From an optimization exercise on the open Yosys and OpenROAD flow, aimed at a short achievable clock period; shortcuts taken in it are not production practice.
In this exercise RTL edits were held to simulation tests only and were not proved equivalent to the original.
Power is estimated from default activity; no workload was simulated.

==> flow/design.v (outline; a module is shown in full before it is edited, if it fits) <==
// module ExALU: 98 lines
// module ZB: 3 lines
// module FPEarly: 9 lines
// module FPEarlyFlags: 8 lines
// module MemPath: 72 lines
// module GPC: 4 lines
// module GC: 3 lines
// module KSADD: 20 lines
// module MUX2: 3 lines
// module SEL3: 3 lines
// module SEL4: 3 lines
// module INC4: 8 lines
// module BranchPC: 49 lines
// module EarlyVals: 80 lines
// module EarlyFlags: 11 lines
// module CPU: 550 lines
module CPU(clock, nReset, iMemOut, dMemOut, iAddr, dAddr, dWr, dMemIn);
  // ...
==> flow/flow/run.sh <==
#!/bin/bash
# The standard layout (the standard.sh: its synthesis script, floorplan,
# power grid, placement, CTS and routing steps) with these settings changed:
#  - resizing may change a cell's footprint (drive strength);
#  - port buffers are buf_4 cells rather than the library's default pick;
#  - slow cells with three or four series transistors in the pull-up
#    (or3/or4/nor3/nor4 and a2111o/o2111a kinds) are added to the don't-use
#    list, for mapping and for repair.
# The constraints (constraint.sdc, the design's clock period) are unchanged.
set -euo pipefail
DONT_USE="sky130_fd_sc_hd__probe_p_8 sky130_fd_sc_hd__probec_p_8 sky130_fd_sc_hd__lpflow_bleeder_1 sky130_fd_sc_hd__lpflow_clkbufkapwr_1 sky130_fd_sc_hd__lpflow_clkbufkapwr_16 sky130_fd_sc_hd__lpflow_clkbufkapwr_2 sky130_fd_sc_hd__lpflow_clkbufkapwr_4 sky130_fd_sc_hd__lpflow_clkbufkapwr_8 sky130_fd_sc_hd__lpflow_clkinvkapwr_1 sky130_fd_sc_hd__lpflow_clkinvkapwr_16 sky130_fd_sc_hd__lpflow_clkinvkapwr_2 sky130_fd_sc_hd__lpflow_clkinvkapwr_4 sky130_fd_sc_hd__lpflow_clkinvkapwr_8 sky130_fd_sc_hd__lpflow_decapkapwr_12 sky130_fd_sc_hd__lpflow_decapkapwr_3 sky130_fd_sc_hd__lpflow_decapkapwr_4 sky130_fd_sc_hd__lpflow_decapkapwr_6 sky130_fd_sc_hd__lpflow_decapkapwr_8 sky130_fd_sc_hd__lpflow_inputiso0n_1 sky130_fd_sc_hd__lpflow_inputiso0p_1 sky130_fd_sc_hd__lpflow_inputiso1n_1 sky130_fd_sc_hd__lpflow_inputiso1p_1 sky130_fd_sc_hd__lpflow_inputisolatch_1 sky130_fd_sc_hd__lpflow_isobufsrc_1 sky130_fd_sc_hd__lpflow_isobufsrc_16 sky130_fd_sc_hd__lpflow_isobufsrc_2 sky130_fd_sc_hd__lpflow_isobufsrc_4 sky130_fd_sc_hd__lpflow_isobufsrc_8 sky130_fd_sc_hd__lpflow_isobufsrckapwr_16 sky130_fd_sc_hd__lpflow_lsbuf_lh_hl_isowell_tap_1 sky130_fd_sc_hd__lpflow_lsbuf_lh_hl_isowell_tap_2 sky130_fd_sc_hd__lpflow_lsbuf_lh_hl_isowell_tap_4 sky130_fd_sc_hd__lpflow_lsbuf_lh_isowell_4 sky130_fd_sc_hd__lpflow_lsbuf_lh_isowell_tap_1 sky130_fd_sc_hd__lpflow_lsbuf_lh_isowell_tap_2 sky130_fd_sc_hd__lpflow_lsbuf_lh_isowell_tap_4 sky130_fd_sc_hd__or3_1 sky130_fd_sc_hd__or3_2 sky130_fd_sc_hd__or3_4 sky130_fd_sc_hd__or3b_1 sky130_fd_sc_hd__or3b_2 sky130_fd_sc_hd__or3b_4 sky130_fd_sc_hd__or4_1 sky130_fd_sc_hd__or4_2 sky130_fd_sc_hd__or4_4 sky130_fd_sc_hd__or4b_1 sky130_fd_sc_hd__or4b_2 sky130_fd_sc_hd__or4b_4 sky130_fd_sc_hd__or4bb_1 sky130_fd_sc_hd__or4bb_2 sky130_fd_sc_hd__or4bb_4 sky130_fd_sc_hd__nor3_1 sky130_fd_sc_hd__nor3_2 sky130_fd_sc_hd__nor3_4 sky130_fd_sc_hd__nor3b_1 sky130_fd_sc_hd__nor3b_2 sky130_fd_sc_hd__nor3b_4 sky130_fd_sc_hd__nor4_1 sky130_fd_sc_hd__nor4_2 sky130_fd_sc_hd__nor4_4 sky130_fd_sc_hd__nor4b_1 sky130_fd_sc_hd__nor4b_2 sky130_fd_sc_hd__nor4b_4 sky130_fd_sc_hd__nor4bb_1 sky130_fd_sc_hd__nor4bb_2 sky130_fd_sc_hd__nor4bb_4 sky130_fd_sc_hd__a2111o_1 sky130_fd_sc_hd__a2111o_2 sky130_fd_sc_hd__a2111o_4 sky130_fd_sc_hd__a2111oi_0 sky130_fd_sc_hd__a2111oi_1 sky130_fd_sc_hd__a2111oi_2 sky130_fd_sc_hd__a2111oi_4 sky130_fd_sc_hd__o2111a_1 sky130_fd_sc_hd__o2111a_2 sky130_fd_sc_hd__o2111a_4 sky130_fd_sc_hd__o2111ai_1 sky130_fd_sc_hd__o2111ai_2 sky130_fd_sc_hd__o2111ai_4"
bash standard.sh SETUP_SLACK_MARGIN=6.3 MATCH_CELL_FOOTPRINT=0 \
	"BUFFER_PORTS_ARGS=-buffer_cell sky130_fd_sc_hd__buf_4" \
	"DONT_USE_CELLS=$DONT_USE" finish > standard_flow.log 2>&1
==> flow/standard.sh <==
#!/bin/bash
# synth_recipe.tcl (not shown) runs the flow's synth.tcl, then flattens the netlist and writes it again
# the make line also repeats each setting of config.mk as NAME=value (left out here)
make -C /OpenROAD-flow-scripts/flow DESIGN_CONFIG=/design/flow/config.mk WORK_HOME=/design/flow/orfs CLKGATE_MAP_FILE= SYNTH_SCRIPT=/design/flow/synth_recipe.tcl "${@:-finish}"
==> flow/config.mk <==
export PLATFORM = sky130hd
export DESIGN_NAME = CPU
export DESIGN_NICKNAME = CPU
export VERILOG_FILES = /design/flow/design.v
export SDC_FILE = /design/flow/constraint.sdc
export NUM_CORES = 8
export LEC_CHECK = 0
export ABC_CLOCK_PERIOD_IN_PS = 1000
export CAP_MARGIN = 20
export CORE_MARGIN = 2
export CORE_UTILIZATION = 50
export SLEW_MARGIN = 20
export SYNTH_HIERARCHICAL = 1
export SYNTH_MINIMUM_KEEP_SIZE = 0
export TNS_END_PERCENT = 100
==> flow/constraint.sdc <==
create_clock -name core_clock -period 9.0 [get_ports {clock}]
set_input_delay 1.8000 -clock core_clock [delete_from_list [all_inputs] [get_ports {clock}]]
set_output_delay 1.8000 -clock core_clock [all_outputs]
set_load 0.01 [all_outputs]
==> flow_summary.ini, run 1 <==
[synth]
syn_area_sq_mm = 0.1301

[pwr]
pwr-share-comb_pct = 46.3
ir_worst_vdd_v = 0.0002395
seq_power_share_pct = 29.9
p_comb_w = 0.0207
cellInternalPower_w = 0.02612
power_frac_clock_pct = 23.8

[floorplan]
core-area_sq_mm = 0.2592

[grt]
grt_pass1_wl_um = 997100
grt_use_met1_pct = 63.62
grt_overflow = 0
grt_antenna_before_repair = 63

[drt]
via_count = 128700
ant_nets = 0
drt_iter0_markers = 26070
drt_wl_total_um = 751000
routed.top_layer = met5

[worst_setup_path]
cpMaxStageDelayCell = a22oi_1
crit_family = compound AO/OA/AOI/OAI gates
worstPathMaxFanout = 32
r2r_slack_ns = 5.16

[timing]
rsz0062_at_grt = yes
hold_ws_ns = 0.3299
fin_crit_ns = 3.838
fin_ws_ns = 5.162
setup_viol = 0

[finish]
final_cell_count_no_fill = 16980
drive_gt1_share_pct = 34.73
final_cell_mix = 1,232 x edfxtp_1, 1,066 x nand2_1, 1,029 x mux2_2, 616 x o21ai_0, 611 x buf_4
fin_nets = 13660
seq_cell_count = 2151

[clocking]
cts_tree = yes
clock_latency_ns = 1.03

[status]
status = timing/DRC/antenna clean

[hold_path]
holdCritStartpoint = PD[13]$_DFF_PN0_
hp-class = flip-flop to flip-flop

[job]
cap_violations = 0
==> module ExALU, before the edit <==
module ExALU (a, b, aL, bL, cin, fADD, fAND, fOR, fXOR, res, sum, log, sum31, log31, zero, resP4, resM4,
	sumP4, logP4, sumM4, logM4);
input	[31:0]	a, b;			 
input	[31:0]	aL, bL;			 
input			cin, fADD, fAND, fOR, fXOR;
output	[31:0]	res, sum, log;
output	[19:0]	sumP4, logP4;
output	[31:0]	sumM4, logM4;
output			sum31, log31;
output			zero;
output	[19:0]	resP4;
output	[31:0]	resM4;
function [31:0] add32;
	input [31:0] a, b;
	input cin;
	reg [31:0] g, p, gn, pn;
	integer i, d;
	begin
		g = a & b;
		p = a ^ b;
		g[0] = g[0] | (p[0] & cin);
		for (d = 1; d < 32; d = d * 2) begin
			gn = g;
			pn = p;
			for (i = d; i < 32; i = i + 1) begin
				gn[i] = g[i] | (p[i] & g[i-d]);
				pn[i] = p[i] & p[i-d];
			end
			g = gn;
			p = pn;
		end
		add32 = a ^ b ^ {g[30:0], cin};
	end
endfunction
function [19:0] add20;
	input [19:0] a, b;
	input cin;
	reg [19:0] g, p, gn, pn;
	integer i, d;
	begin
		g = a & b;
		p = a ^ b;
		g[0] = g[0] | (p[0] & cin);
		for (d = 1; d < 20; d = d * 2) begin
			gn = g;
			pn = p;
			for (i = d; i < 20; i = i + 1) begin
				gn[i] = g[i] | (p[i] & g[i-d]);
				pn[i] = p[i] & p[i-d];
			end
			g = gn;
			p = pn;
		end
		add20 = a ^ b ^ {g[18:0], cin};
	end
endfunction
function [19:0] inc4;
	input [19:0] x;
	integer i;
	begin
		inc4[1:0] = x[1:0];
		for (i = 2; i < 20; i = i + 1)
			inc4[i] = x[i] ^ (&(x[19:2] | ({18{1'b1}} << (i - 2))));
	end
endfunction
function [31:0] dec4;
	input [31:0] x;
	integer i;
	begin
		dec4[1:0] = x[1:0];
		for (i = 2; i < 32; i = i + 1)
			dec4[i] = x[i] ^ ~(|(x[31:2] & ~({30{1'b1}} << (i - 2))));
	end
endfunction
KSADD #(.W(32), .L(5)) u_sum (.a(a), .b(b), .cin(cin), .s(sum));
assign log = ({32{fAND}} & (aL & bL)) | ({32{fOR}} & (aL | bL)) | ({32{fXOR}} & (aL ^ bL));
assign res = fADD ? sum : log;
assign sum31 = sum[31];
assign log31 = log[31];
wire	[31:0]	t = a ^ b;
wire	[31:0]	k = {a[30:0] | b[30:0], cin};
wire	[31:0]	zb;
genvar gi;
generate for (gi = 0; gi < 32; gi = gi + 1) begin : GZ
	ZB u (.t(t[gi]), .k(k[gi]), .z(zb[gi]));
end endgenerate
assign zero = fADD ? &zb : ~|log;
wire	[19:0]	csS = a[19:0] ^ b[19:0] ^ 20'h4;
wire	[19:0]	csC = {(a[18:0] & b[18:0]) | {16'b0, a[2] | b[2], 2'b0}, cin};
KSADD #(.W(20), .L(5)) u_sumP4 (.a(csS), .b(csC), .cin(1'b0), .s(sumP4));
assign logP4 = inc4(log[19:0]);
assign resP4 = fADD ? sumP4 : logP4;
wire	[31:0]	csSm = a ^ b ^ 32'hfffffffc;
wire	[31:0]	csCm = {a[30:2] | b[30:2], a[1:0] & b[1:0], cin};
KSADD #(.W(32), .L(5)) u_sumM4 (.a(csSm), .b(csCm), .cin(1'b0), .s(sumM4));
assign logM4 = dec4(log);
assign resM4 = fADD ? sumM4 : logM4;
endmodule
==> module FPEarlyFlags, before the edit <==
module FPEarlyFlags (pD, pAb, pE, pLa, pHa, pLb, pHb, abs, own, da, db, pair, z, n);
input			pD, pAb, pE, pLa, pHa, pLb, pHb, abs;
input	[42:0]	own, da, db, pair;
output			z, n;
assign z = ~((pD | pAb) & |own[41:0]) & ~(pE & |pair[41:0]) &
			~(pLa & |da[41:32]) & ~(pHa & |da[31:0]) & ~(pLb & |db[41:32]) & ~(pHb & |db[31:0]);
assign n = (pD & own[42]) | (pAb & ~abs & ~own[42]) | (pE & pair[42]) | (pLa & da[42]) | (pLb & db[42]);
endmodule
==> module MemPath, before the edit <==
module MemPath (d, p4, m4, z32, z10);
input	[31:0]	d;
output	[19:0]	p4;
output	[31:0]	m4;
output			z32, z10;
function [31:0] add32;
	input [31:0] a, b;
	input cin;
	reg [31:0] g, p, gn, pn;
	integer i, d;
	begin
		g = a & b;
		p = a ^ b;
		g[0] = g[0] | (p[0] & cin);
		for (d = 1; d < 32; d = d * 2) begin
			gn = g;
			pn = p;
			for (i = d; i < 32; i = i + 1) begin
				gn[i] = g[i] | (p[i] & g[i-d]);
				pn[i] = p[i] & p[i-d];
			end
			g = gn;
			p = pn;
		end
		add32 = a ^ b ^ {g[30:0], cin};
	end
endfunction
function [19:0] add20;
	input [19:0] a, b;
	input cin;
	reg [19:0] g, p, gn, pn;
	integer i, d;
	begin
		g = a & b;
		p = a ^ b;
		g[0] = g[0] | (p[0] & cin);
		for (d = 1; d < 20; d = d * 2) begin
			gn = g;
			pn = p;
			for (i = d; i < 20; i = i + 1) begin
				gn[i] = g[i] | (p[i] & g[i-d]);
				pn[i] = p[i] & p[i-d];
			end
			g = gn;
			p = pn;
		end
		add20 = a ^ b ^ {g[18:0], cin};
	end
endfunction
function [19:0] inc4;
	input [19:0] x;
	integer i;
	begin
		inc4[1:0] = x[1:0];
		for (i = 2; i < 20; i = i + 1)
			inc4[i] = x[i] ^ (&(x[19:2] | ({18{1'b1}} << (i - 2))));
	end
endfunction
function [31:0] dec4;
	input [31:0] x;
	integer i;
	begin
		dec4[1:0] = x[1:0];
		for (i = 2; i < 32; i = i + 1)
			dec4[i] = x[i] ^ ~(|(x[31:2] & ~({30{1'b1}} << (i - 2))));
	end
endfunction
assign p4 = inc4(d[19:0]);
assign m4 = dec4(d);
assign z32 = ~|d;
assign z10 = ~|d[9:0];
endmodule
==> module BranchPC, before the edit <==
module BranchPC (
	input			discard,
	input			kUnc, kJZ, kJNZ, kJNEG, kJPOS,	 
	input			bI, bF1, bF2,					 
	input			sMA,							 
	input			zEarly, nEarly,					 
	input			zE1, nE1, zE2, nE2,				 
	input			cz32, cz10, czA,				 
	input			fADD, log31,					 
	input			aluZ, sum31,					 
	input			z32, d31, z10, d10,				 
	input			kLDPC,							 
	input	[19:0]	ldTgt,							 
	input	[19:0]	NPC1, PC4,						 
	output	[19:0]	NextPC,
	output			NPCSel
	);
function taken;
	input zero, neg;
	begin
		taken = ~discard & (kUnc | (kJZ & zero) | (kJNZ & ~zero) | (kJNEG & neg) | (kJPOS & ~zero & ~neg));
	end
endfunction
wire	Ze = (bI & (sMA | zEarly)) | (bF1 & zE1) | (bF2 & zE2);
wire	Ne = (bI & ~sMA & nEarly) | (bF1 & nE1) | (bF2 & nE2);
wire	cE = ~czA & ~cz32 & ~cz10;
wire	czAs = czA & fADD;
wire	zero = (czA & aluZ) | (cz32 & Ze & z32) | (cz10 & Ze & z10) | (cE & Ze);
wire	negR = (czA & ~fADD & log31) | (cz32 & (Ne | (bI & d31))) | (cz10 & d10) | (cE & Ne);
wire	t00 = taken(1'b0, 1'b0), t01 = taken(1'b0, 1'b1), t10 = taken(1'b1, 1'b0), t11 = taken(1'b1, 1'b1);
wire	[20:0]	c00 = {t00, t00 ? NPC1 : PC4}, c01 = {t01, t01 ? NPC1 : PC4};
wire	[20:0]	c10 = {t10, t10 ? NPC1 : PC4}, c11 = {t11, t11 ? NPC1 : PC4};
wire	[20:0]	xL = {1'b1, ldTgt};
wire			sL = ~discard & kLDPC;
wire			neg0 = negR, neg1 = negR | czAs;
wire	[20:0]	p0, p1, q0, q1, r0, r1, y;
genvar i;
generate for (i = 0; i < 21; i = i + 1) begin : G
	MUX2 n00 (.s(neg0), .a(c01[i]), .b(c00[i]), .y(p0[i]));
	MUX2 n01 (.s(neg0), .a(c11[i]), .b(c10[i]), .y(p1[i]));
	MUX2 n10 (.s(neg1), .a(c01[i]), .b(c00[i]), .y(q0[i]));
	MUX2 n11 (.s(neg1), .a(c11[i]), .b(c10[i]), .y(q1[i]));
	MUX2 z0 (.s(zero), .a(p1[i]), .b(p0[i]), .y(r0[i]));
	MUX2 z1 (.s(zero), .a(q1[i]), .b(q0[i]), .y(r1[i]));
	SEL3 l (.s0(sL), .a0(xL[i]), .s1(~sL & ~sum31), .a1(r0[i]), .s2(~sL & sum31), .a2(r1[i]), .y(y[i]));
end endgenerate
assign NextPC = y[19:0];
assign NPCSel = y[20];
endmodule
==> module EarlyFlags, before the edit <==
module EarlyFlags (sEa, sEaM4, sAndM4, sTrns, sAddr, ea, eaX, eb, trns, addr, zLui, nLui, z, n);
input			sEa, sEaM4, sAndM4, sTrns, sAddr;
input	[31:0]	ea, eaX, eb, trns;
input	[19:0]	addr;
input			zLui, nLui;
output			z, n;
wire	[31:0]	andM4 = eaX & eb;
assign z = (sEa & zLui) | (sEaM4 & (ea == 32'd4)) | (sAndM4 & ~|andM4) |
			(sTrns & ~|trns) | (sAddr & ~|addr);
assign n = (sEa & nLui) | (sEaM4 & (ea[31] ^ ~|ea[30:2])) | (sAndM4 & andM4[31]) | (sTrns & trns[31]);
endmodule
==> inputs of run 2 (changes only) <==
--- a/flow/design.v
+++ b/flow/design.v
@@ -74,51 +74,52 @@
 endfunction
 KSADD #(.W(32), .L(5)) u_sum (.a(a), .b(b), .cin(cin), .s(sum));
 assign log = ({32{fAND}} & (aL & bL)) | ({32{fOR}} & (aL | bL)) | ({32{fXOR}} & (aL ^ bL));
 assign res = fADD ? sum : log;
 assign sum31 = sum[31];
 assign log31 = log[31];
 wire	[31:0]	t = a ^ b;
 wire	[31:0]	k = {a[30:0] | b[30:0], cin};
-wire	[31:0]	zb;
-genvar gi;
-generate for (gi = 0; gi < 32; gi = gi + 1) begin : GZ
-	ZB u (.t(t[gi]), .k(k[gi]), .z(zb[gi]));
-end endgenerate
-assign zero = fADD ? &zb : ~|log;
+wire			zSum, zLog;
+ZTREE #(.W(32)) u_zs (.x(t ^ k), .z(zSum));
+ZTREE #(.W(32)) u_zl (.x(log), .z(zLog));
+assign zero = fADD ? zSum : zLog;
 wire	[19:0]	csS = a[19:0] ^ b[19:0] ^ 20'h4;
 wire	[19:0]	csC = {(a[18:0] & b[18:0]) | {16'b0, a[2] | b[2], 2'b0}, cin};
 KSADD #(.W(20), .L(5)) u_sumP4 (.a(csS), .b(csC), .cin(1'b0), .s(sumP4));
 assign logP4 = inc4(log[19:0]);
 assign resP4 = fADD ? sumP4 : logP4;
 wire	[31:0]	csSm = a ^ b ^ 32'hfffffffc;
 wire	[31:0]	csCm = {a[30:2] | b[30:2], a[1:0] & b[1:0], cin};
 KSADD #(.W(32), .L(5)) u_sumM4 (.a(csSm), .b(csCm), .cin(1'b0), .s(sumM4));
 assign logM4 = dec4(log);
 assign resM4 = fADD ? sumM4 : logM4;
 endmodule
-module ZB (input t, input k, output z);
-assign z = ~(t ^ k);
-endmodule
 module FPEarly (pD, pAb, pE, pLa, pHa, pLb, pHb, abs, own, da, db, pair, v);
 input			pD, pAb, pE, pLa, pHa, pLb, pHb, abs;
 input	[42:0]	own, da, db, pair;
 output	[42:0]	v;
 wire	[42:0]	absOpp = {abs ? 1'b0 : ~own[42], own[41:0]};
 assign v = ({43{pD}} & own) | ({43{pAb}} & absOpp) | ({43{pE}} & pair) |
 			({43{pLa}} & {da[42:32], 32'b0}) | ({43{pHa}} & {11'b0, da[31:0]}) |
 			({43{pLb}} & {db[42:32], 32'b0}) | ({43{pHb}} & {11'b0, db[31:0]});
 endmodule
 module FPEarlyFlags (pD, pAb, pE, pLa, pHa, pLb, pHb, abs, own, da, db, pair, z, n);
 input			pD, pAb, pE, pLa, pHa, pLb, pHb, abs;
 input	[42:0]	own, da, db, pair;
 output			z, n;
-assign z = ~((pD | pAb) & |own[41:0]) & ~(pE & |pair[41:0]) &
-			~(pLa & |da[41:32]) & ~(pHa & |da[31:0]) & ~(pLb & |db[41:32]) & ~(pHb & |db[31:0]);
+wire			zOwn, zPair, zDaH, zDaL, zDbH, zDbL;
+ZTREE #(.W(42)) u_own (.x(own[41:0]), .z(zOwn));
+ZTREE #(.W(42)) u_pair (.x(pair[41:0]), .z(zPair));
+ZTREE #(.W(10)) u_dah (.x(da[41:32]), .z(zDaH));
+ZTREE #(.W(32)) u_dal (.x(da[31:0]), .z(zDaL));
+ZTREE #(.W(10)) u_dbh (.x(db[41:32]), .z(zDbH));
+ZTREE #(.W(32)) u_dbl (.x(db[31:0]), .z(zDbL));
+assign z = ~((pD | pAb) & ~zOwn) & ~(pE & ~zPair) & ~(pLa & ~zDaH) & ~(pHa & ~zDaL) & ~(pLb & ~zDbH) & ~(pHb & ~zDbL);
 assign n = (pD & own[42]) | (pAb & ~abs & ~own[42]) | (pE & pair[42]) | (pLa & da[42]) | (pLb & db[42]);
 endmodule
 module MemPath (d, p4, m4, z32, z10);
 input	[31:0]	d;
 output	[19:0]	p4;
 output	[31:0]	m4;
 output			z32, z10;
 function [31:0] add32;
@@ -180,18 +181,18 @@
 	begin
 		dec4[1:0] = x[1:0];
 		for (i = 2; i < 32; i = i + 1)
 			dec4[i] = x[i] ^ ~(|(x[31:2] & ~({30{1'b1}} << (i - 2))));
 	end
 endfunction
 assign p4 = inc4(d[19:0]);
 assign m4 = dec4(d);
-assign z32 = ~|d;
-assign z10 = ~|d[9:0];
+ZTREE #(.W(32)) u_z32 (.x(d), .z(z32));
+ZTREE #(.W(10)) u_z10 (.x(d[9:0]), .z(z10));
 endmodule
 module GPC (input gh, input ph, input gl, input pl, output g, output p);
 assign g = gh | (ph & gl);
 assign p = ph & pl;
 endmodule
 module GC (input gh, input ph, input gl, output g);
 assign g = gh | (ph & gl);
 endmodule
@@ -227,16 +228,59 @@
 module INC4 (input [19:0] x, output [19:0] y);
 genvar i;
 assign y[1:0] = x[1:0];
 assign y[2] = ~x[2];
 generate for (i = 3; i < 20; i = i + 1) begin : G
 	assign y[i] = x[i] ^ (&x[i-1:2]);
 end endgenerate
 endmodule
+module NOR2M (input a, input b, output y);
+assign y = ~(a | b);
+endmodule
+module NAND2M (input a, input b, output y);
+assign y = ~(a & b);
+endmodule
+module INVM (input a, output y);
+assign y = ~a;
+endmodule
+module ZTREE #(parameter W = 32) (input [W-1:0] x, output z);
+localparam P = (W <= 32) ? 32 : 64;
+wire [P-1:0] x0 = {{(P-W){1'b0}}, x};
+wire [P/2-1:0] l1;
+wire [P/4-1:0] l2;
+wire [P/8-1:0] l3;
+wire [P/16-1:0] l4;
+wire [P/32-1:0] l5;
+genvar i;
+generate
+	for (i = 0; i < P/2; i = i + 1) begin : A
+		NOR2M u (.a(x0[2*i]), .b(x0[2*i+1]), .y(l1[i]));
+	end
+	for (i = 0; i < P/4; i = i + 1) begin : B
+		NAND2M u (.a(l1[2*i]), .b(l1[2*i+1]), .y(l2[i]));
+	end
+	for (i = 0; i < P/8; i = i + 1) begin : C
+		NOR2M u (.a(l2[2*i]), .b(l2[2*i+1]), .y(l3[i]));
+	end
+	for (i = 0; i < P/16; i = i + 1) begin : D
+		NAND2M u (.a(l3[2*i]), .b(l3[2*i+1]), .y(l4[i]));
+	end
+	for (i = 0; i < P/32; i = i + 1) begin : E
+		NOR2M u (.a(l4[2*i]), .b(l4[2*i+1]), .y(l5[i]));
+	end
+	if (P == 32) begin : F32
+		assign z = l5[0];
+	end else begin : F64
+		wire nz;
+		NAND2M u (.a(l5[0]), .b(l5[1]), .y(nz));
+		INVM v (.a(nz), .y(z));
+	end
+endgenerate
+endmodule
 module BranchPC (
 	input			discard,
 	input			kUnc, kJZ, kJNZ, kJNEG, kJPOS,	 
 	input			bI, bF1, bF2,					 
 	input			sMA,							 
 	input			zEarly, nEarly,					 
 	input			zE1, nE1, zE2, nE2,				 
 	input			cz32, cz10, czA,				 
@@ -244,48 +288,68 @@
 	input			aluZ, sum31,					 
 	input			z32, d31, z10, d10,				 
 	input			kLDPC,							 
 	input	[19:0]	ldTgt,							 
 	input	[19:0]	NPC1, PC4,						 
 	output	[19:0]	NextPC,
 	output			NPCSel
 	);
+wire	[5:0]	kk = {~discard, kUnc, kJZ, kJNZ, kJNEG, kJPOS};
 function taken;
+	input [5:0] k;
 	input zero, neg;
 	begin
-		taken = ~discard & (kUnc | (kJZ & zero) | (kJNZ & ~zero) | (kJNEG & neg) | (kJPOS & ~zero & ~neg));
+		taken = k[5] & (k[4] | (k[3] & zero) | (k[2] & ~zero) | (k[1] & neg) | (k[0] & ~zero & ~neg));
 	end
 endfunction
 wire	Ze = (bI & (sMA | zEarly)) | (bF1 & zE1) | (bF2 & zE2);
 wire	Ne = (bI & ~sMA & nEarly) | (bF1 & nE1) | (bF2 & nE2);
-wire	cE = ~czA & ~cz32 & ~cz10;
-wire	czAs = czA & fADD;
-wire	zero = (czA & aluZ) | (cz32 & Ze & z32) | (cz10 & Ze & z10) | (cE & Ze);
-wire	negR = (czA & ~fADD & log31) | (cz32 & (Ne | (bI & d31))) | (cz10 & d10) | (cE & Ne);
-wire	t00 = taken(1'b0, 1'b0), t01 = taken(1'b0, 1'b1), t10 = taken(1'b1, 1'b0), t11 = taken(1'b1, 1'b1);
-wire	[20:0]	c00 = {t00, t00 ? NPC1 : PC4}, c01 = {t01, t01 ? NPC1 : PC4};
-wire	[20:0]	c10 = {t10, t10 ? NPC1 : PC4}, c11 = {t11, t11 ? NPC1 : PC4};
+function [20:0] cand;
+	input [5:0] k;
+	input zero, neg;
+	input [19:0] a, b;
+	reg t;
+	begin
+		t = taken(k, zero, neg);
+		cand = {t, t ? a : b};
+	end
+endfunction
+wire	[20:0]	cA00 = cand(kk, 1'b0, fADD ? 1'b0 : log31, NPC1, PC4), cA01 = cand(kk, 1'b0, fADD ? 1'b1 : log31, NPC1, PC4);
+wire	[20:0]	cA10 = cand(kk, 1'b1, fADD ? 1'b0 : log31, NPC1, PC4), cA11 = cand(kk, 1'b1, fADD ? 1'b1 : log31, NPC1, PC4);
+wire	[20:0]	cM00 = cand(kk, 1'b0, Ne, NPC1, PC4), cM01 = cand(kk, 1'b0, Ne | bI, NPC1, PC4);
+wire	[20:0]	cM10 = cand(kk, Ze, Ne, NPC1, PC4), cM11 = cand(kk, Ze, Ne | bI, NPC1, PC4);
+wire	[20:0]	cH00 = cand(kk, 1'b0, Ne, NPC1, PC4), cH01 = cand(kk, 1'b0, 1'b1, NPC1, PC4);
+wire	[20:0]	cH10 = cand(kk, Ze, Ne, NPC1, PC4), cH11 = cand(kk, Ze, 1'b1, NPC1, PC4);
+wire	[20:0]	cE = cand(kk, Ze, Ne, NPC1, PC4);
 wire	[20:0]	xL = {1'b1, ldTgt};
 wire			sL = ~discard & kLDPC;
-wire			neg0 = negR, neg1 = negR | czAs;
-wire	[20:0]	p0, p1, q0, q1, r0, r1, y;
+wire			cE_ = ~czA & ~cz32 & ~cz10;
+wire	[20:0]	rA0, rA1, rM0, rM1, rH0, rH1, y;
 genvar i;
 generate for (i = 0; i < 21; i = i + 1) begin : G
-	MUX2 n00 (.s(neg0), .a(c01[i]), .b(c00[i]), .y(p0[i]));
-	MUX2 n01 (.s(neg0), .a(c11[i]), .b(c10[i]), .y(p1[i]));
-	MUX2 n10 (.s(neg1), .a(c01[i]), .b(c00[i]), .y(q0[i]));
-	MUX2 n11 (.s(neg1), .a(c11[i]), .b(c10[i]), .y(q1[i]));
-	MUX2 z0 (.s(zero), .a(p1[i]), .b(p0[i]), .y(r0[i]));
-	MUX2 z1 (.s(zero), .a(q1[i]), .b(q0[i]), .y(r1[i]));
-	SEL3 l (.s0(sL), .a0(xL[i]), .s1(~sL & ~sum31), .a1(r0[i]), .s2(~sL & sum31), .a2(r1[i]), .y(y[i]));
+	MUX2 a0 (.s(aluZ), .a(cA10[i]), .b(cA00[i]), .y(rA0[i]));
+	MUX2 a1 (.s(aluZ), .a(cA11[i]), .b(cA01[i]), .y(rA1[i]));
+	MUX2 m0 (.s(d31), .a(cM01[i]), .b(cM00[i]), .y(rM0[i]));
+	MUX2 m1 (.s(d31), .a(cM11[i]), .b(cM10[i]), .y(rM1[i]));
+	MUX2 h0 (.s(d10), .a(cH01[i]), .b(cH00[i]), .y(rH0[i]));
+	MUX2 h1 (.s(d10), .a(cH11[i]), .b(cH10[i]), .y(rH1[i]));
+	SEL8 u (.s0(sL), .a0(xL[i]),
+		.s1(~sL & czA & ~sum31), .a1(rA0[i]), .s2(~sL & czA & sum31), .a2(rA1[i]),
+		.s3(~sL & cz32 & ~z32), .a3(rM0[i]), .s4(~sL & cz32 & z32), .a4(rM1[i]),
+		.s5(~sL & cz10 & ~z10), .a5(rH0[i]), .s6(~sL & cz10 & z10), .a6(rH1[i]),
+		.s7(~sL & cE_), .a7(cE[i]), .y(y[i]));
 end endgenerate
 assign NextPC = y[19:0];
 assign NPCSel = y[20];
 endmodule
+module SEL8 (input s0, input a0, input s1, input a1, input s2, input a2, input s3, input a3,
+	input s4, input a4, input s5, input a5, input s6, input a6, input s7, input a7, output y);
+assign y = (s0 & a0) | (s1 & a1) | (s2 & a2) | (s3 & a3) | (s4 & a4) | (s5 & a5) | (s6 & a6) | (s7 & a7);
+endmodule
 module EarlyVals (sEa, sEaM4, sAndM4, sTrns, sAddr, ea, eaX, eb, trns, addr, v, vP4, vM4);
 input			sEa, sEaM4, sAndM4, sTrns, sAddr;
 input	[31:0]	ea, eaX, eb, trns;
 input	[19:0]	addr;
 output	[31:0]	v, vM4;
 output	[19:0]	vP4;
 function [31:0] add32;
 	input [31:0] a, b;
@@ -363,18 +427,22 @@
 endmodule
 module EarlyFlags (sEa, sEaM4, sAndM4, sTrns, sAddr, ea, eaX, eb, trns, addr, zLui, nLui, z, n);
 input			sEa, sEaM4, sAndM4, sTrns, sAddr;
 input	[31:0]	ea, eaX, eb, trns;
 input	[19:0]	addr;
 input			zLui, nLui;
 output			z, n;
 wire	[31:0]	andM4 = eaX & eb;
-assign z = (sEa & zLui) | (sEaM4 & (ea == 32'd4)) | (sAndM4 & ~|andM4) |
-			(sTrns & ~|trns) | (sAddr & ~|addr);
+wire			zEq4, zAnd, zTrns, zAddr;
+ZTREE #(.W(32)) u_eq4 (.x(ea ^ 32'd4), .z(zEq4));
+ZTREE #(.W(32)) u_and (.x(andM4), .z(zAnd));
+ZTREE #(.W(32)) u_trns (.x(trns), .z(zTrns));
+ZTREE #(.W(20)) u_addr (.x(addr), .z(zAddr));
+assign z = (sEa & zLui) | (sEaM4 & zEq4) | (sAndM4 & zAnd) | (sTrns & zTrns) | (sAddr & zAddr);
 assign n = (sEa & nLui) | (sEaM4 & (ea[31] ^ ~|ea[30:2])) | (sAndM4 & andM4[31]) | (sTrns & trns[31]);
 endmodule
 module CPU(clock, nReset, iMemOut, dMemOut, iAddr, dAddr, dWr, dMemIn);
 input						clock;
 input						nReset;
 input	[31:0]				iMemOut;
 input	[31:0]				dMemOut;
 output	[19:0]				iAddr;
@@ -431,31 +499,33 @@
 	end
 endfunction
 reg		[19:0]	PC;
 reg		[31:0]	IR;
 reg		[PDW-1:0] PD;
 reg		[19:0]	IDPC;
 reg		[19:0]	brTgt;			 
 reg				discard;
-reg		[15:0]	selA, selB, selF1, selF2;
+reg		[31:0]	qa, qb;
+reg		[42:0]	FP_q1a, FP_q2a;
 reg				mEa1, mEa2, mWa1, mWa2, mEb1, mEb2, mWb1, mWb2;
 reg				fAs1, fAl1, fM1, fR1, fAs2, fAl2, fM2, fR2;
 reg				mF1E1, mF1E2, mF1W1, mF1W2, mF2E1, mF2E2, mF2W1, mF2W2;
 reg		[31:0]	ea;				 
 reg		[31:0]	eaX;			 
 reg		[31:0]	eaA;			 
 reg		[31:0]	ebx;			 
 reg		[31:0]	eb;				 
 reg				eADD, eAND, eOR, eXOR, eCIN;
 reg				sMem, sAlu, sAndM4, sEa, sEaM4, sTrns, sAddr;
 reg		[3:0]	ewn1, ewn2;
 reg				ewreg1, ewreg2;
 reg				ewmem;
 reg		[19:0]	eDatRAMAddr;
+reg		[19:0]	eAddrV;			 
 reg		[31:0]	eDMemIn;
 reg				eiPOP_iFPOP;
 reg		[42:0]	eFP_d1a, eFP_d2a;
 reg		[3:0]	eFP_Wn_CH1, eFP_Wn_CH2;
 reg				eFP_WReg_CH1, eFP_WReg_CH2;
 reg				pD1, pAb1, pL1a, pH1a, pL1b, pH1b, pE1;
 reg				pD2, pAb2, pL2a, pH2a, pL2b, pH2b, pE2;
 reg				eAbs_CH1, eAbs_CH2;
@@ -477,35 +547,33 @@
 assign dMemIn = eDMemIn;
 wire	[511:0]	Rflat;
 reg		[15:0]	Rv;
 wire	[687:0]	Fflat;
 reg		[15:0]	Fv;
 wire	[15:0]	w1hit, w2hit, fw1hit, fw2hit;
 wire	[15:0]	RvNext = Rv | w1hit | w2hit;
 wire	[15:0]	FvNext = Fv | fw1hit | fw2hit;
+wire	[511:0]	RnFlat;
+wire	[687:0]	FnFlat;
 generate for (gi = 0; gi < 16; gi = gi + 1) begin : GREG
 	reg [31:0] r;
 	reg [42:0] f;
 	assign Rflat[gi*32 +: 32] = r;
 	assign Fflat[gi*43 +: 43] = f;
 	assign w1hit[gi] = wwe1 & (wwn1 == gi);
 	assign w2hit[gi] = wwe2 & (wwn2 == gi);
 	assign fw1hit[gi] = wfwe1 & (wfwn1 == gi);
 	assign fw2hit[gi] = wfwe2 & (wfwn2 == gi);
+	assign RnFlat[gi*32 +: 32] = w1hit[gi] ? wd1 : (w2hit[gi] ? wd2 : r);
+	assign FnFlat[gi*43 +: 43] = fw1hit[gi] ? wfd1 : (fw2hit[gi] ? wfd2 : f);
 	always @(posedge clock)
-		if (w1hit[gi])
-			r <= wd1;
-		else if (w2hit[gi])
-			r <= wd2;
+		r <= RnFlat[gi*32 +: 32];
 	always @(posedge clock)
-		if (fw1hit[gi])
-			f <= wfd1;
-		else if (fw2hit[gi])
-			f <= wfd2;
+		f <= FnFlat[gi*43 +: 43];
 end endgenerate
 always @(posedge clock or negedge nReset)
 	if (!nReset) begin
 		Rv <= 16'b0;
 		Fv <= 16'b0;
 	end else begin
 		Rv <= RvNext;
 		Fv <= FvNext;
@@ -606,20 +674,20 @@
 ExALU i_ExALU(.a(eaA), .b(ebx), .aL(ea), .bL(eb), .cin(eCIN), .fADD(eADD), .fAND(eAND), .fOR(eOR), .fXOR(eXOR),
 	.res(aluRes), .sum(aluSum), .log(aluLog), .sum31(aluSum31), .log31(aluLog31), .zero(aluZero),
 	.resP4(aluResP4), .resM4(aluResM4), .sumP4(aluSumP4), .logP4(aluLogP4), .sumM4(aluSumM4), .logM4(aluLogM4));
 wire	[31:0]	TrnsHigh = {21'b0, eTrns[42:32]};
 wire	[31:0]	early1, early1M4;
 wire	[19:0]	early1P4;
 wire			zEarly, nEarly;
 EarlyVals i_EarlyVals(.sEa(sEa), .sEaM4(sEaM4), .sAndM4(sAndM4), .sTrns(sTrns), .sAddr(sAddr),
-	.ea(ea), .eaX(eaX), .eb(eb), .trns(eTrns[31:0]), .addr(eDatRAMAddr),
+	.ea(ea), .eaX(eaX), .eb(eb), .trns(eTrns[31:0]), .addr(eAddrV),
 	.v(early1), .vP4(early1P4), .vM4(early1M4));
 EarlyFlags i_EarlyFlags(.sEa(sEa), .sEaM4(sEaM4), .sAndM4(sAndM4), .sTrns(sTrns), .sAddr(sAddr),
-	.ea(ea), .eaX(eaX), .eb(eb), .trns(eTrns[31:0]), .addr(eDatRAMAddr), .zLui(eZLui), .nLui(eNLui),
+	.ea(ea), .eaX(eaX), .eb(eb), .trns(eTrns[31:0]), .addr(eAddrV), .zLui(eZLui), .nLui(eNLui),
 	.z(zEarly), .n(nEarly));
 wire	[19:0]	memP4;
 wire	[31:0]	memM4;
 wire			memZero32, memZero10;
 MemPath i_MemPath(.d(dMemOut), .p4(memP4), .m4(memM4), .z32(memZero32), .z10(memZero10));
 wire	[31:0]	ed1 = sMem ? dMemOut : (sAlu ? aluRes : early1);
 wire	[19:0]	ed1P4 = sMem ? memP4 : (sAlu ? aluResP4 : early1P4);
 wire	[31:0]	ed1M4 = sMem ? memM4 : (sAlu ? aluResM4 : early1M4);
@@ -680,18 +748,16 @@
 wire			iFPOP = isFP & ((fstk1 & FP_WReg_CH1) | (fstk2 & FP_WReg_CH2));
 wire			iPUSH_iPOP = iPUSH | iPOP | (isFP & (fstk1 | fstk2));
 wire			iPOP_iFPOP = iPOP | iFPOP;
 wire			pushAny = iPUSH | iFPUSH;
 wire	[3:0]	INT_Wn = iCALL ? 4'd15 : (iPUSH_iPOP ? 4'd14 : IR[25:22]);
 wire	[3:0]	FP_Wn1 = INT_WRegN_CH1 ? INT_Wn_CH1 : INT_Wn_CH2;
 wire	[3:0]	wn1 = isFP ? FP_Wn1 : INT_Wn;
 wire	[3:0]	wn2 = iPOP ? IR[25:22] : (wn1 | 4'b0001);
-wire	[31:0]	qa = rd32(Rflat, selA);
-wire	[31:0]	qb = rd32(Rflat, selB);
 wire	[31:0]	fqaEarly = mWa1 ? wd1 : (mWa2 ? wd2 : qa);
 wire	[31:0]	fqbEarly = mWb1 ? wd1 : (mWb2 ? wd2 : qb);
 wire	[31:0]	fqaRest = mEa1 ? early1 : (mEa2 ? TrnsHigh : fqaEarly);
 wire	[31:0]	fqbRest = mEb1 ? early1 : (mEb2 ? TrnsHigh : fqbEarly);
 wire	[19:0]	qaP4;
 INC4 u_qaP4 (.x(qa[19:0]), .y(qaP4));
 wire	[19:0]	fqaRestP4 = mEa1 ? early1P4 : (mEa2 ? inc4(TrnsHigh[19:0]) : (mWa1 ? wd1P4 : (mWa2 ? wd2P4 : qaP4)));
 wire	[31:0]	fqaRestM4 = mEa1 ? early1M4 : (mEa2 ? dec4(TrnsHigh) : (mWa1 ? wd1M4 : (mWa2 ? wd2M4 :
@@ -705,18 +771,16 @@
 		.s3(fR2), .a3(fqbRest[gi]), .y(fqb[gi]));
 	SEL4 um (.s0(fAs1), .a0(aluSumM4[gi]), .s1(fAl1), .a1(aluLogM4[gi]), .s2(fM1), .a2(memM4[gi]),
 		.s3(fR1), .a3(fqaRestM4[gi]), .y(fqaM4[gi]));
 	if (gi < 20) begin : P
 		SEL4 up (.s0(fAs1), .a0(aluSumP4[gi]), .s1(fAl1), .a1(aluLogP4[gi]), .s2(fM1), .a2(memP4[gi]),
 			.s3(fR1), .a3(fqaRestP4[gi]), .y(fqaP4[gi]));
 	end
 end endgenerate
-wire	[42:0]	FP_q1a = rd43(Fflat, selF1);
-wire	[42:0]	FP_q2a = rd43(Fflat, selF2);
 wire	[42:0]	fq1Early = mF1W1 ? wfd1 : (mF1W2 ? wfd2 : FP_q1a);
 wire	[42:0]	fq2Early = mF2W1 ? wfd1 : (mF2W2 ? wfd2 : FP_q2a);
 wire	[42:0]	FP_d1a = mF1E1 ? eFP_ed1 : (mF1E2 ? eFP_ed2 : fq1Early);
 wire	[42:0]	FP_d2a = mF2E1 ? eFP_ed1 : (mF2E2 ? eFP_ed2 : fq2Early);
 wire			INT_Pos = ~INT_Neg & ~INT_Zero;
 wire			FP_Pos_CH1 = ~FP_Neg_CH1 & ~FP_Zero_CH1;
 wire			FP_Pos_CH2 = ~FP_Neg_CH2 & ~FP_Zero_CH2;
 wire			NPCSel;
@@ -788,20 +852,20 @@
 always @(posedge clock or negedge nReset)
 	if (!nReset) begin
 		PC <= 20'b0;
 		IR <= 32'b0;
 		PD <= predecode(32'b0);
 		IDPC <= 20'b0;
 		brTgt <= 20'b0;
 		discard <= 1'b1;
-		selA <= 16'b0;
-		selB <= 16'b0;
-		selF1 <= 16'b0;
-		selF2 <= 16'b0;
+		qa <= 32'b0;
+		qb <= 32'b0;
+		FP_q1a <= 43'b0;
+		FP_q2a <= 43'b0;
 		mEa1 <= 1'b0; mEa2 <= 1'b0; mWa1 <= 1'b0; mWa2 <= 1'b0;
 		mEb1 <= 1'b0; mEb2 <= 1'b0; mWb1 <= 1'b0; mWb2 <= 1'b0;
 		fAs1 <= 1'b0; fAl1 <= 1'b0; fM1 <= 1'b0; fR1 <= 1'b1;
 		fAs2 <= 1'b0; fAl2 <= 1'b0; fM2 <= 1'b0; fR2 <= 1'b1;
 		mF1E1 <= 1'b0; mF1E2 <= 1'b0; mF1W1 <= 1'b0; mF1W2 <= 1'b0;
 		mF2E1 <= 1'b0; mF2E2 <= 1'b0; mF2W1 <= 1'b0; mF2W2 <= 1'b0;
 		ewreg1 <= 1'b0;
 		ewreg2 <= 1'b0;
@@ -814,20 +878,20 @@
 		wfwe2 <= 1'b0;
 	end else begin
 		PC <= NextPC;
 		IR <= iMemOut;
 		PD <= pdN;
 		IDPC <= PC;
 		brTgt <= brTgtN;
 		discard <= NPCSel;
-		selA <= onehot4(rnaN) & RvNext;
-		selB <= onehot4(rnbN) & RvNext;
-		selF1 <= onehot4(frna1N) & FvNext;
-		selF2 <= onehot4(frna2N) & FvNext;
+		qa <= rd32(RnFlat, onehot4(rnaN) & RvNext);
+		qb <= rd32(RnFlat, onehot4(rnbN) & RvNext);
+		FP_q1a <= rd43(FnFlat, onehot4(frna1N) & FvNext);
+		FP_q2a <= rd43(FnFlat, onehot4(frna2N) & FvNext);
 		fAs1 <= mEa1N & nsAlu & (fADD | fSUB);
 		fAl1 <= mEa1N & nsAlu & ~(fADD | fSUB);
 		fM1 <= (mEa1N & nsMem) | (~mEa1N & mEa2N & iPOP_iFPOP);
 		fR1 <= ~(mEa1N & nsAlu) & ~((mEa1N & nsMem) | (~mEa1N & mEa2N & iPOP_iFPOP));
 		fAs2 <= mEb1N & nsAlu & (fADD | fSUB);
 		fAl2 <= mEb1N & nsAlu & ~(fADD | fSUB);
 		fM2 <= (mEb1N & nsMem) | (~mEb1N & mEb2N & iPOP_iFPOP);
 		fR2 <= ~(mEb1N & nsAlu) & ~((mEb1N & nsMem) | (~mEb1N & mEb2N & iPOP_iFPOP));
@@ -873,16 +937,17 @@
 	sAndM4 <= nsAluAny & pushAny;
 	sEa <= nsEaAny & ~pushAny;
 	sEaM4 <= nsEaAny & pushAny;
 	sTrns <= nsTrns;
 	sAddr <= nsAddr;
 	ewn1 <= wn1;
 	ewn2 <= wn2;
 	eDatRAMAddr <= DatRAMAddr;
+	eAddrV <= nsAddr ? DatRAMAddr : 20'b0;
 	eDMemIn <= DMemInD;
 	eiPOP_iFPOP <= iPOP_iFPOP;
 	eFP_d1a <= FP_d1a;
 	eFP_d2a <= FP_d2a;
 	eFP_Wn_CH1 <= fw1;
 	eFP_Wn_CH2 <= fw2;
 	pD1 <= nD1;  pAb1 <= nAb1;
 	pL1a <= nT1a & FP_LowWordSel;  pH1a <= nT1a & ~FP_LowWordSel;
==> flow/flow/run.sh (replaced) <==
#!/bin/bash
# The standard layout (the standard.sh: its synthesis script, floorplan,
# power grid, placement, CTS and routing steps) with these settings changed:
#  - resizing may change a cell's footprint (drive strength);
#  - port buffers are buf_4 cells rather than the library's default pick;
#  - slow cells with three or four series transistors in the pull-up
#    (or3/or4/nor3/nor4, a2111o/o2111a, a41o/o41a, a311o/o311a kinds) are
#    added to the don't-use list, for mapping and for repair.
# The constraints (constraint.sdc, the design's clock period) are unchanged.
set -euo pipefail
DONT_USE="sky130_fd_sc_hd__probe_p_8 sky130_fd_sc_hd__probec_p_8 sky130_fd_sc_hd__lpflow_bleeder_1 sky130_fd_sc_hd__lpflow_clkbufkapwr_1 sky130_fd_sc_hd__lpflow_clkbufkapwr_16 sky130_fd_sc_hd__lpflow_clkbufkapwr_2 sky130_fd_sc_hd__lpflow_clkbufkapwr_4 sky130_fd_sc_hd__lpflow_clkbufkapwr_8 sky130_fd_sc_hd__lpflow_clkinvkapwr_1 sky130_fd_sc_hd__lpflow_clkinvkapwr_16 sky130_fd_sc_hd__lpflow_clkinvkapwr_2 sky130_fd_sc_hd__lpflow_clkinvkapwr_4 sky130_fd_sc_hd__lpflow_clkinvkapwr_8 sky130_fd_sc_hd__lpflow_decapkapwr_12 sky130_fd_sc_hd__lpflow_decapkapwr_3 sky130_fd_sc_hd__lpflow_decapkapwr_4 sky130_fd_sc_hd__lpflow_decapkapwr_6 sky130_fd_sc_hd__lpflow_decapkapwr_8 sky130_fd_sc_hd__lpflow_inputiso0n_1 sky130_fd_sc_hd__lpflow_inputiso0p_1 sky130_fd_sc_hd__lpflow_inputiso1n_1 sky130_fd_sc_hd__lpflow_inputiso1p_1 sky130_fd_sc_hd__lpflow_inputisolatch_1 sky130_fd_sc_hd__lpflow_isobufsrc_1 sky130_fd_sc_hd__lpflow_isobufsrc_16 sky130_fd_sc_hd__lpflow_isobufsrc_2 sky130_fd_sc_hd__lpflow_isobufsrc_4 sky130_fd_sc_hd__lpflow_isobufsrc_8 sky130_fd_sc_hd__lpflow_isobufsrckapwr_16 sky130_fd_sc_hd__lpflow_lsbuf_lh_hl_isowell_tap_1 sky130_fd_sc_hd__lpflow_lsbuf_lh_hl_isowell_tap_2 sky130_fd_sc_hd__lpflow_lsbuf_lh_hl_isowell_tap_4 sky130_fd_sc_hd__lpflow_lsbuf_lh_isowell_4 sky130_fd_sc_hd__lpflow_lsbuf_lh_isowell_tap_1 sky130_fd_sc_hd__lpflow_lsbuf_lh_isowell_tap_2 sky130_fd_sc_hd__lpflow_lsbuf_lh_isowell_tap_4 sky130_fd_sc_hd__or3_1 sky130_fd_sc_hd__or3_2 sky130_fd_sc_hd__or3_4 sky130_fd_sc_hd__or3b_1 sky130_fd_sc_hd__or3b_2 sky130_fd_sc_hd__or3b_4 sky130_fd_sc_hd__or4_1 sky130_fd_sc_hd__or4_2 sky130_fd_sc_hd__or4_4 sky130_fd_sc_hd__or4b_1 sky130_fd_sc_hd__or4b_2 sky130_fd_sc_hd__or4b_4 sky130_fd_sc_hd__or4bb_1 sky130_fd_sc_hd__or4bb_2 sky130_fd_sc_hd__or4bb_4 sky130_fd_sc_hd__nor3_1 sky130_fd_sc_hd__nor3_2 sky130_fd_sc_hd__nor3_4 sky130_fd_sc_hd__nor3b_1 sky130_fd_sc_hd__nor3b_2 sky130_fd_sc_hd__nor3b_4 sky130_fd_sc_hd__nor4_1 sky130_fd_sc_hd__nor4_2 sky130_fd_sc_hd__nor4_4 sky130_fd_sc_hd__nor4b_1 sky130_fd_sc_hd__nor4b_2 sky130_fd_sc_hd__nor4b_4 sky130_fd_sc_hd__nor4bb_1 sky130_fd_sc_hd__nor4bb_2 sky130_fd_sc_hd__nor4bb_4 sky130_fd_sc_hd__a2111o_1 sky130_fd_sc_hd__a2111o_2 sky130_fd_sc_hd__a2111o_4 sky130_fd_sc_hd__a2111oi_0 sky130_fd_sc_hd__a2111oi_1 sky130_fd_sc_hd__a2111oi_2 sky130_fd_sc_hd__a2111oi_4 sky130_fd_sc_hd__o2111a_1 sky130_fd_sc_hd__o2111a_2 sky130_fd_sc_hd__o2111a_4 sky130_fd_sc_hd__o2111ai_1 sky130_fd_sc_hd__o2111ai_2 sky130_fd_sc_hd__o2111ai_4 sky130_fd_sc_hd__o41a_1 sky130_fd_sc_hd__o41a_2 sky130_fd_sc_hd__o41a_4 sky130_fd_sc_hd__o41ai_1 sky130_fd_sc_hd__o41ai_2 sky130_fd_sc_hd__o41ai_4 sky130_fd_sc_hd__a41o_1 sky130_fd_sc_hd__a41o_2 sky130_fd_sc_hd__a41o_4 sky130_fd_sc_hd__a41oi_1 sky130_fd_sc_hd__a41oi_2 sky130_fd_sc_hd__a41oi_4 sky130_fd_sc_hd__o311a_1 sky130_fd_sc_hd__o311a_2 sky130_fd_sc_hd__o311a_4 sky130_fd_sc_hd__o311ai_0 sky130_fd_sc_hd__o311ai_1 sky130_fd_sc_hd__o311ai_2 sky130_fd_sc_hd__o311ai_4 sky130_fd_sc_hd__a311o_1 sky130_fd_sc_hd__a311o_2 sky130_fd_sc_hd__a311o_4 sky130_fd_sc_hd__a311oi_1 sky130_fd_sc_hd__a311oi_2 sky130_fd_sc_hd__a311oi_4"
bash standard.sh SETUP_SLACK_MARGIN=6.3 MATCH_CELL_FOOTPRINT=0 \
	"BUFFER_PORTS_ARGS=-buffer_cell sky130_fd_sc_hd__buf_4" \
	"DONT_USE_CELLS=$DONT_USE" finish > standard_flow.log 2>&1
==> flow/config.mk (replaced) <==
export PLATFORM = sky130hd
export DESIGN_NAME = CPU
export DESIGN_NICKNAME = CPU
export VERILOG_FILES = /design/flow/design.v
export SDC_FILE = /design/flow/constraint.sdc
export NUM_CORES = 8
export LEC_CHECK = 0
export ABC_CLOCK_PERIOD_IN_PS = 1000
export CAP_MARGIN = 20
export CORE_MARGIN = 2
export CORE_UTILIZATION = 40
export SLEW_MARGIN = 20
export SYNTH_HIERARCHICAL = 1
export SYNTH_MINIMUM_KEEP_SIZE = 0
export TNS_END_PERCENT = 100
==> run 2 against run 1 <==
  * Still clean
  * Maximum frequency grew 1.3%
  * Clock skew up 0.00069 ns
  * Synthesized cell count grew 32%
  * Register-to-register slack better by 0.05 ns
  * Worst hold slack improved by 0.023 ns
  * Routed wire length up 19%
  * Total power increased by 14%
  * Cell count up 34%
  * Sequential share of layout area shrank 8.9 points
  * Critical path depth up 1
  * Highest routed layer unchanged
==> flow_summary.ini, run 2 <==
[grt]
grt_pass1_wl_um = 1183000
grt_max_degree = 104
grtUsageTotal_pct = 48.26
met2_usage_pct = 62.89
grt_overflow = 0
grt_use_met3_pct = 26.66
grt_pass1_vias = 140400
grt_antenna_before_repair = 122
grt.busiest_layer = met2
grt_use_met1_pct = 54.72

[worst_setup_path]
required_ns = 9.86
worstReg2RegStart = eaX[28]$_DFF_P_
crit_type = flip-flop to flip-flop
worstPathMaxFanout = 20
cp_data_arrival_time_ns = 4.64
r2r_cells = 18
start_kind = flip-flop
worstSetupStartpoint = eaX[28]$_DFF_P_
cp-end-kind = flip-flop

[clocking]
clk_pin_slew_ns = 0.06
cts.htree.levels = 5
cts.path.max_buffers = 4
cts_sinks = 2257
numCtsBuffers = 276
cts_tree = yes
clock_latency_ns = 1.03
cts-root-buf = clkbuf_16

[drt]
drt_wl_total_um = 894400
ant_nets = 0
via_count = 159500
drc = 0
first_pass_iters = 41
viasPerCell = 7.035
wl_per_cell_um = 39.44
drt_iter0_markers = 32770

[finish]
regMostFlops = GREG.f
fin_nets = 18120
largest_reg_flops = 688
multiInputGateArea_sq_mm = 0.09648
design_area_sq_mm = 0.1839
nFillCells = 30380
final_cell_mix = 2,349 x nand2_1, 1,669 x dfxtp_1, 1,512 x nor2_1, 1,200 x mux2i_1, 843 x o21ai_0
final_common_cell = nand2_1
area_growth_pct = 33.27
top_regs = GREG.f x688, GREG.r x512, PD x45
seqCellArea_sq_mm = 0.04774
fin_util_pct = 53.58
drive_gt1_share_pct = 27.40

[status]
status = timing/DRC/antenna clean

[timing]
maxSlewViolCount = 0
fin_crit_ns = 3.788
hold_viol = 0
setup_viol = 0
slew_headroom_pct = 20.66
rsz0062_at_grt = yes
skew_ns = 0.08576
finalCritPeriodShare_pct = 42.09
tightest_slew_ns = 1.178
max_freq_mhz = 264.0
setup_tns_ns = 0

[floorplan]
die-area_sq_mm = 0.3497
die_h_um = 591.4
initial_core_util_pct = 40.20
num_rows = 215
core-area_sq_mm = 0.3433
io_pins = 139
die_w_um = 591.4

[pwr]
p_leak_nw = 79.57
power_frac_clock_pct = 23.6
ir_worst_vdd_v = 0.0003301
cellInternalPower_w = 0.02920
seq_power_share_pct = 27.7
pwr-share-comb_pct = 48.8
powerDensity_mw_per_mm2 = 276.6
switchingPower_w = 0.02167
p_sw_share_pct = 42.59

[synth]
syn_area_sq_mm = 0.1380
yosysWarnings = 11
synth.avg_cell_area_sq_um = 8.132
synthesis.instances = 16970

[hold_path]
holdCritStartpoint = PD[24]$_DFF_PN0_
hp-class = flip-flop to flip-flop
min_path_cells = 0

[place]
place_congestion = 1.059
detailed_place_hpwl_um = 490200
portBuffers = 138
placed_area_sq_mm = 0.1440

[job]
cap_violations = 0
[run 2: layout make-up]
cell class | instances | share of cell area [%]
Multi-Input combinational cell | 12930 | 52.46
Sequential cell | 2257 | 25.96
Timing Repair Buffer | 1798 | 12.12
Clock buffer | 413 | 4.536
Tap cell | 4557 | 3.100
Inverter | 490 | 1.058
Clock inverter | 87 | 0.5620
Antenna cell | 140 | 0.1905
Timing Repair inverter | 2 | 0.008164
[run 2: layer usage]
layer,vias to the layer above,routed length [um]
met4,106,113600
li1,62360,-
met5,-,2847
met1,74840,298600
met3,5992,150500
met2,16220,328900
[run 2: what timing repair did]
action	4_1_cts	5_1_grt
hold buffers	0	0
pin swaps	813	656
setup endpoints to repair	1208	1028
buffers inserted	870	307
gates resized for setup	2788	901
cloned	197	25
[run 2: worst max-delay path, cell delays in order, from the launching register on]
cell and delay (ns):
dfxtp_1 0.56, and2_1 0.20, nor2_1 0.04, nand2_1 0.13, nor2_1 0.10, nand2_2 0.14, nor2_4 0.08, a22oi_2 0.18
nand2_2 0.15, o21ai_4 0.29, buf_6 0.16, nand4_1 0.15, buf_6 0.22, clkbuf_16 0.20, o211ai_1 0.27, o211ai_1 0.21
mux2_4 0.31, a22oi_1 0.17, nand4_1 0.10
[run 2: final timing paths]
path / end / slack, ns
setup / recovery: PC[19]$_DFF_PN0_ / 5.21
hold reg to reg: eAbs_CH1$_DFF_P_ / 0.35
max in group asynchronous: qa[3]$_DFF_PN0_ / 6.32
setup reg to reg: PC[19]$_DFF_PN0_ / 5.21
min in group asynchronous: PC[11]$_DFF_PN0_ / 0.76
hold / removal: eAbs_CH1$_DFF_P_ / 0.35
[run 2: stage by stage]
step / total power [W] / hold slack (ns) / setup slack, ns / std cells
global route: 0.05159 / 0.3554 / 5.302 / 22580
finish: 0.05086 / 0.3526 / 5.212 / 22680
CTS: 0.04740 / 0.3487 / 5.495 / 22200
floorplan: 0.02356 / 0.3242 / 5.048 / 17170
global placement: 0.03034 / 0.3271 / 3.441 / 20640
detailed placement: 0.03040 / 0.3298 / 3.359 / 20640
[run 2: power by group through the flow]
stage | clock network [W] | registers, W | logic, W
CTS | 0.0118 | 0.0139 | 0.0217
global route | 0.0122 | 0.0141 | 0.0252
global placement | 0 | 0.0141 | 0.0162
finish | 0.0120 | 0.0141 | 0.0248
detailed placement | 0 | 0.0142 | 0.0162
floorplan | 0 | 0.0130 | 0.0106

==> what the ideal ports hide <==
The flow's constraints put no driver on any port. The routed layouts listed below were extracted and timed again, unchanged, in two steps. Step 1 (the two cells are an assumption about what drives the block):
set clk [get_ports {clock}]
set_driving_cell -lib_cell sky130_fd_sc_hd__clkbuf_16 $clk
set_driving_cell -lib_cell sky130_fd_sc_hd__buf_2 [delete_from_list [all_inputs] $clk]
Step 2 also shifts input and output timing later by t, the mid clock arrival at the registers, as if the neighbouring blocks saw the same clock. Three values: ideal, step 1, step 2; two values: the first two.
| run | t (ns) | slack for setup (ns) | hold WS [ns] | worst data-port slew with drivers (ns) | cell pins on the clock port's net |
|---|---|---|---|---|---|
| run 1 | 1.094 | 5.162 / 5.162 / 4.126 | 0.330 / 0.330 / 0.330 | 0.38 | 1 |
| run 2 | 1.111 | 5.212 / 5.212 / 4.148 | 0.353 / 0.353 / 0.353 | 0.59 | 1 |
After both steps every run listed still meets setup and hold. For run 2, which loses most, drivers alone change the setup slack by 0.000 ns; drivers and shift together by -1.064 ns.
